Source: an optimization exercise on an open RTL-to-GDS flow (aim: small area). Production flows keep margins and buffers that such runs may drop. Only simulation tests tie the RTL to the original design; equivalence was not proved. The flow treats the clock pin as an ideal source. Dropping or thinning the clock tree relies on that and would not hold on a real chip. Power figures rest on the tool's default switching activity, not on a simulated workload.

== the baseline ==
==> module top, before the edit <==
module top(
  input clk,
  input rst_n,
  input din_rx,
  output dout_tx_s1,
  output dout_tx_s2,
  output [31:0] addr_tx_s1,
  output [31:0] addr_tx_s2
    );
  reg [3:0] rp;
  reg [5:0] rc1;
  wire r_idle = ~rp[3] & rp[1] & ~rp[0];                     
  wire r_stop = ~rp[3] & ~rp[1] & rp[0];                     
  wire rc1_51 = ~rc1[5] & ~rc1[4] & ~rc1[3] & ~rc1[2];       
  wire strobe = rp[3] & rc1_51;                              
  wire rx_done = r_stop & din_rx & rc1_51;                   
  always @(posedge clk) begin
    if (!rst_n)
      rp <= 4'd2;
    else if (r_idle) begin
      if (!din_rx) rp <= 4'd7;
    end else if (r_stop) begin
      if (din_rx & rc1_51) rp <= 4'd2;
    end else if (rc1_51)
      rp <= rp + 4'd1;
  end
  always @(posedge clk) begin
    if (r_idle)
      rc1 <= 6'd27;
    else if (rc1_51) begin
      if (!r_stop) rc1 <= 6'd5;
    end else if (!r_stop | din_rx)
      rc1 <= {rc1[4:0], rc1[5] ^ rc1[4]};
  end
  reg [3:0] k;
  reg [1:0] sel;        
  reg pw;               
  reg pw_seen;          
  reg [15:0] wd;        
  reg [31:0] wan;       
  reg [1:0] b;
  reg [3:0] p;
  reg [5:0] c;
  reg [1:0] gn;         
  wire idle  = b[1] & ~b[0];
  wire byte0 = ~b[1] & ~b[0];
  wire byte1 = ~b[1] & b[0];
  wire byte2 = b[1] & b[0];
  wire p_wait = ~p[3] & p[2];                   
  wire p_stop = ~p[3] & ~p[1] & p[0];           
  wire c50 = c[5] & ~c[4] & c[3] & ~c[2] & c[1];
  wire c_m2 = ~c[4] & ~c[3] & ~c[2] & ~c[1] & ~c[0];
  wire c_m1 = ~c[5] & ~c[4] & ~c[3] & ~c[2] & ~c[1];
  wire release_parser = byte1 & p_wait & c_m1;
  wire k_wait = ~k[3] & ~k[2];                  
  wire k_last = k[3] & k[2] & k[1] & k[0];      
  wire start = rx_done & k_last & (pw | pw_seen);
  always @(posedge clk) begin
    if (!rst_n) begin
      k <= 4'd6;
      pw_seen <= 0;
    end else begin
      if (k_wait) begin
        if (release_parser) k <= 4'd6;
      end else if (rx_done)
        k <= k + 4'd1;
      if (rx_done & k_last)
        pw_seen <= pw_seen | pw;
    end
  end
  always @(posedge clk) begin
    if (strobe & ~k[3] & ~k[0]) begin            
      if (rp[2:0] == 3'd0) sel[0] <= din_rx;
      if (rp[2:0] == 3'd1) sel[1] <= din_rx;
    end
    if (strobe & ~k[3] & k[0] & (rp[2:0] == 3'd0))    
      pw <= din_rx;
  end
  wire wd_rx  = strobe & pw & k[3] & ~k[2] & ~k[1];
  wire wd_tx  = c50 & p[3] & ~b[1];
  always @(posedge clk) begin
    if (wd_rx | wd_tx)
      wd <= {wd_rx ? din_rx : wd[0], wd[15:1]};
    if (strobe & pw & k[3] & k[2])
      wan <= {~din_rx, wan[31:1]};
  end
  always @(posedge clk) begin
    if (start) begin
      p <= 4'd7;
      c <= 6'd47;
    end else if (c50) begin
      if (p_stop) begin
        p <= 4'd7;
        c <= 6'd48;
      end else begin
        p <= p + 4'd1;
        c <= 6'd2;
      end
    end else
      c <= {c[4:0], c[5] ^ c[4]};
  end
  always @(posedge clk) begin
    if (!rst_n)
      b <= 2'b10;
    else if (start)
      b <= 2'b00;
    else if (~idle & c50 & p_stop)
      b <= {b[0], ~b[1]};      
  end
  always @(posedge clk) begin
    if (!rst_n)
      gn <= 2'b11;
    else if (p_wait & c_m2) begin
      if (byte0) gn <= ~{sel == 2'b01, sel == 2'b10};
      else if (byte2) gn <= 2'b11;
    end
  end
  reg tx1, tx2;
  always @(posedge clk) begin
    if (!rst_n) begin
      tx1 <= 0;
      tx2 <= 0;
    end else if (idle | p_stop) begin
      tx1 <= 1;
      tx2 <= 1;
    end else if (c50) begin
      if (p_wait) begin
        tx1 <= 0;
        tx2 <= 0;
      end else if (p[3]) begin
        tx1 <= ~gn[0] & wd[0];
        tx2 <= ~gn[1] & wd[0];
      end
    end
  end
  assign dout_tx_s1 = tx1;
  assign dout_tx_s2 = tx2;
  wire [31:0] an = {wan[7:0], wan[15:8], wan[23:16], wan[31:24]};
  assign addr_tx_s1 = ~(an | {32{gn[0]}});
  assign addr_tx_s2 = ~(an | {32{gn[1]}});
endmodule
Settings: LEC_CHECK=0, CAP_MARGIN=0, CORE_MARGIN=2, CORE_UTILIZATION=70, PLACE_DENSITY=0.9, SLEW_MARGIN=0; clock period 5.0 ns.
standard.sh (not shown) runs the stock make flow with config.mk's settings and CLKGATE_MAP_FILE= SYNTH_SCRIPT=/design/flow/synth_recipe.tcl, a recipe that flattens the netlist after the stock synthesis.
==> flow/flow/run.sh <==
#!/bin/bash
# The standard layout (standard.sh, standard synthesis) with three
# changes: the port buffers are the smallest buffer cell, the clock tree is a
# single level of buffers built by flow/cts_pre.tcl, and after the clock tree
# cells with spare slack are shrunk (flow/cts_post.tcl).
set -euo pipefail
F=$(pwd)/flow
bash standard.sh synth > synth.log 2>&1
MY_CTS_NBUF=3 MY_CTS_CELL=sky130_fd_sc_hd__clkbuf_16 bash standard.sh \
  "BUFFER_PORTS_ARGS=-buffer_cell sky130_fd_sc_hd__buf_1" \
  "PRE_CTS_TCL=$F/cts_pre.tcl" \
  "POST_CTS_TCL=$F/cts_post.tcl" \
  finish > layout.log 2>&1
Other scripts of this flow, unchanged in this note and not shown: flow/flow/cts_post.tcl, flow/flow/cts_pre.tcl
### the baseline -> the candidate
diff --git a/flow/design.v b/flow/design.v
--- a/flow/design.v
+++ b/flow/design.v
@@ -8,22 +8,21 @@
   output [31:0] addr_tx_s2
     );
   reg [3:0] rp;
   reg [5:0] rc1;
-  wire r_idle = ~rp[3] & rp[1] & ~rp[0];                     
-  wire r_stop = ~rp[3] & ~rp[1] & rp[0];                     
+  wire r_idle = rp[3] & ~rp[2] & rp[1];                      
+  wire r_stop = rp[3] & rp[1] & ~rp[0];                      
+  wire r_data = ~rp[1] | (~rp[2] & ~rp[0]) | (~rp[3] & rp[0]);
+  wire r_bit0 = rp[3] & rp[2];                               
+  wire r_bit1 = rp[3] & rp[0];                               
   wire rc1_51 = ~rc1[5] & ~rc1[4] & ~rc1[3] & ~rc1[2];       
-  wire strobe = rp[3] & rc1_51;                              
+  wire strobe = r_data & rc1_51;                             
   wire rx_done = r_stop & din_rx & rc1_51;                   
   always @(posedge clk) begin
-    if (!rst_n)
-      rp <= 4'd2;
-    else if (r_idle) begin
-      if (!din_rx) rp <= 4'd7;
-    end else if (r_stop) begin
-      if (din_rx & rc1_51) rp <= 4'd2;
-    end else if (rc1_51)
-      rp <= rp + 4'd1;
+    if (!rst_n | rx_done)
+      rp <= 4'd11;
+    else if (r_idle ? !din_rx : (rc1_51 & ~r_stop))
+      rp <= {rp[2:0], rp[3] ^ rp[0]};
   end
   always @(posedge clk) begin
     if (r_idle)
       rc1 <= 6'd27;
@@ -51,38 +50,38 @@
   wire c50 = c[5] & ~c[4] & c[3] & ~c[2] & c[1];
   wire c_m2 = ~c[4] & ~c[3] & ~c[2] & ~c[1] & ~c[0];
   wire c_m1 = ~c[5] & ~c[4] & ~c[3] & ~c[2] & ~c[1];
   wire release_parser = byte1 & p_wait & c_m1;
-  wire k_wait = ~k[3] & ~k[2];                  
-  wire k_last = k[3] & k[2] & k[1] & k[0];      
+  wire k_wait = k[2] & ~k[1] & k[0];            
+  wire k_last = k[2] & k[1] & ~k[0];            
   wire start = rx_done & k_last & (pw | pw_seen);
   always @(posedge clk) begin
     if (!rst_n) begin
-      k <= 4'd6;
+      k <= 4'd12;
       pw_seen <= 0;
     end else begin
       if (k_wait) begin
-        if (release_parser) k <= 4'd6;
+        if (release_parser) k <= 4'd12;
       end else if (rx_done)
-        k <= k + 4'd1;
+        k <= {k[2:0], k[3] ^ k[0]};
       if (rx_done & k_last)
         pw_seen <= pw_seen | pw;
     end
   end
   always @(posedge clk) begin
-    if (strobe & ~k[3] & ~k[0]) begin            
-      if (rp[2:0] == 3'd0) sel[0] <= din_rx;
-      if (rp[2:0] == 3'd1) sel[1] <= din_rx;
+    if (strobe & k[3] & k[2] & ~k[1]) begin      
+      if (r_bit0) sel[0] <= din_rx;
+      if (r_bit1) sel[1] <= din_rx;
     end
-    if (strobe & ~k[3] & k[0] & (rp[2:0] == 3'd0))    
+    if (strobe & k[3] & ~k[2] & k[0] & r_bit0)    
       pw <= din_rx;
   end
-  wire wd_rx  = strobe & pw & k[3] & ~k[2] & ~k[1];
+  wire wd_rx  = strobe & pw & ~k[3] & ~k[0];         
   wire wd_tx  = c50 & p[3] & ~b[1];
   always @(posedge clk) begin
     if (wd_rx | wd_tx)
       wd <= {wd_rx ? din_rx : wd[0], wd[15:1]};
-    if (strobe & pw & k[3] & k[2])
+    if (strobe & pw & k[1] & (k[0] | k[2]))           
       wan <= {~din_rx, wan[31:1]};
   end
   always @(posedge clk) begin
     if (start) begin
==> run notes <==
- Routed wire in the candidate totals less than in the baseline.
- Sequential share of layout area for the candidate: 1.4 points up relative to the baseline
- Comparing the candidate and the baseline, the higher arrival time at the worst endpoint is on the baseline.
- From the baseline to the candidate the numbers moved as follows: sequential cell power shows a reduction of about 4%; highest fanout seen on the critical path shows a reduction of 5.
In every run of this note, the design's own scripts or RTL, not TritonCTS, make the clock network.

-- port drivers added, routing unchanged --
How much do the figures lean on ideal ports? The routed layouts below were timed once more, with nothing changed but the port constraints. Step 1 assumes that a clkbuf_16 drives the clock port and a buf_2 every other input. Step 2, shift: input delay + t, output delay - t, t = (earliest + latest rising clock arrival at the registers) / 2. This alone moves slack from input paths to output paths. a / b / c = no drivers / after step 1 / after step 2; a / b = the first two.
run	t (ns)	setup WS [ns]	worst setup path at the end	clock arrival spread, ns	cell pins on the clock port's net
the baseline	0.221	1.930 / 1.930 / 1.930	register to register	0.013 / 0.013	3
the candidate	0.217	2.313 / 2.339 / 2.135	input to register	0.010 / 0.010	3
After both steps setup and hold are still met in every run listed. The setup slack of the candidate, which loses most, moves by +0.026 ns with the drivers and by -0.178 ns with both steps.
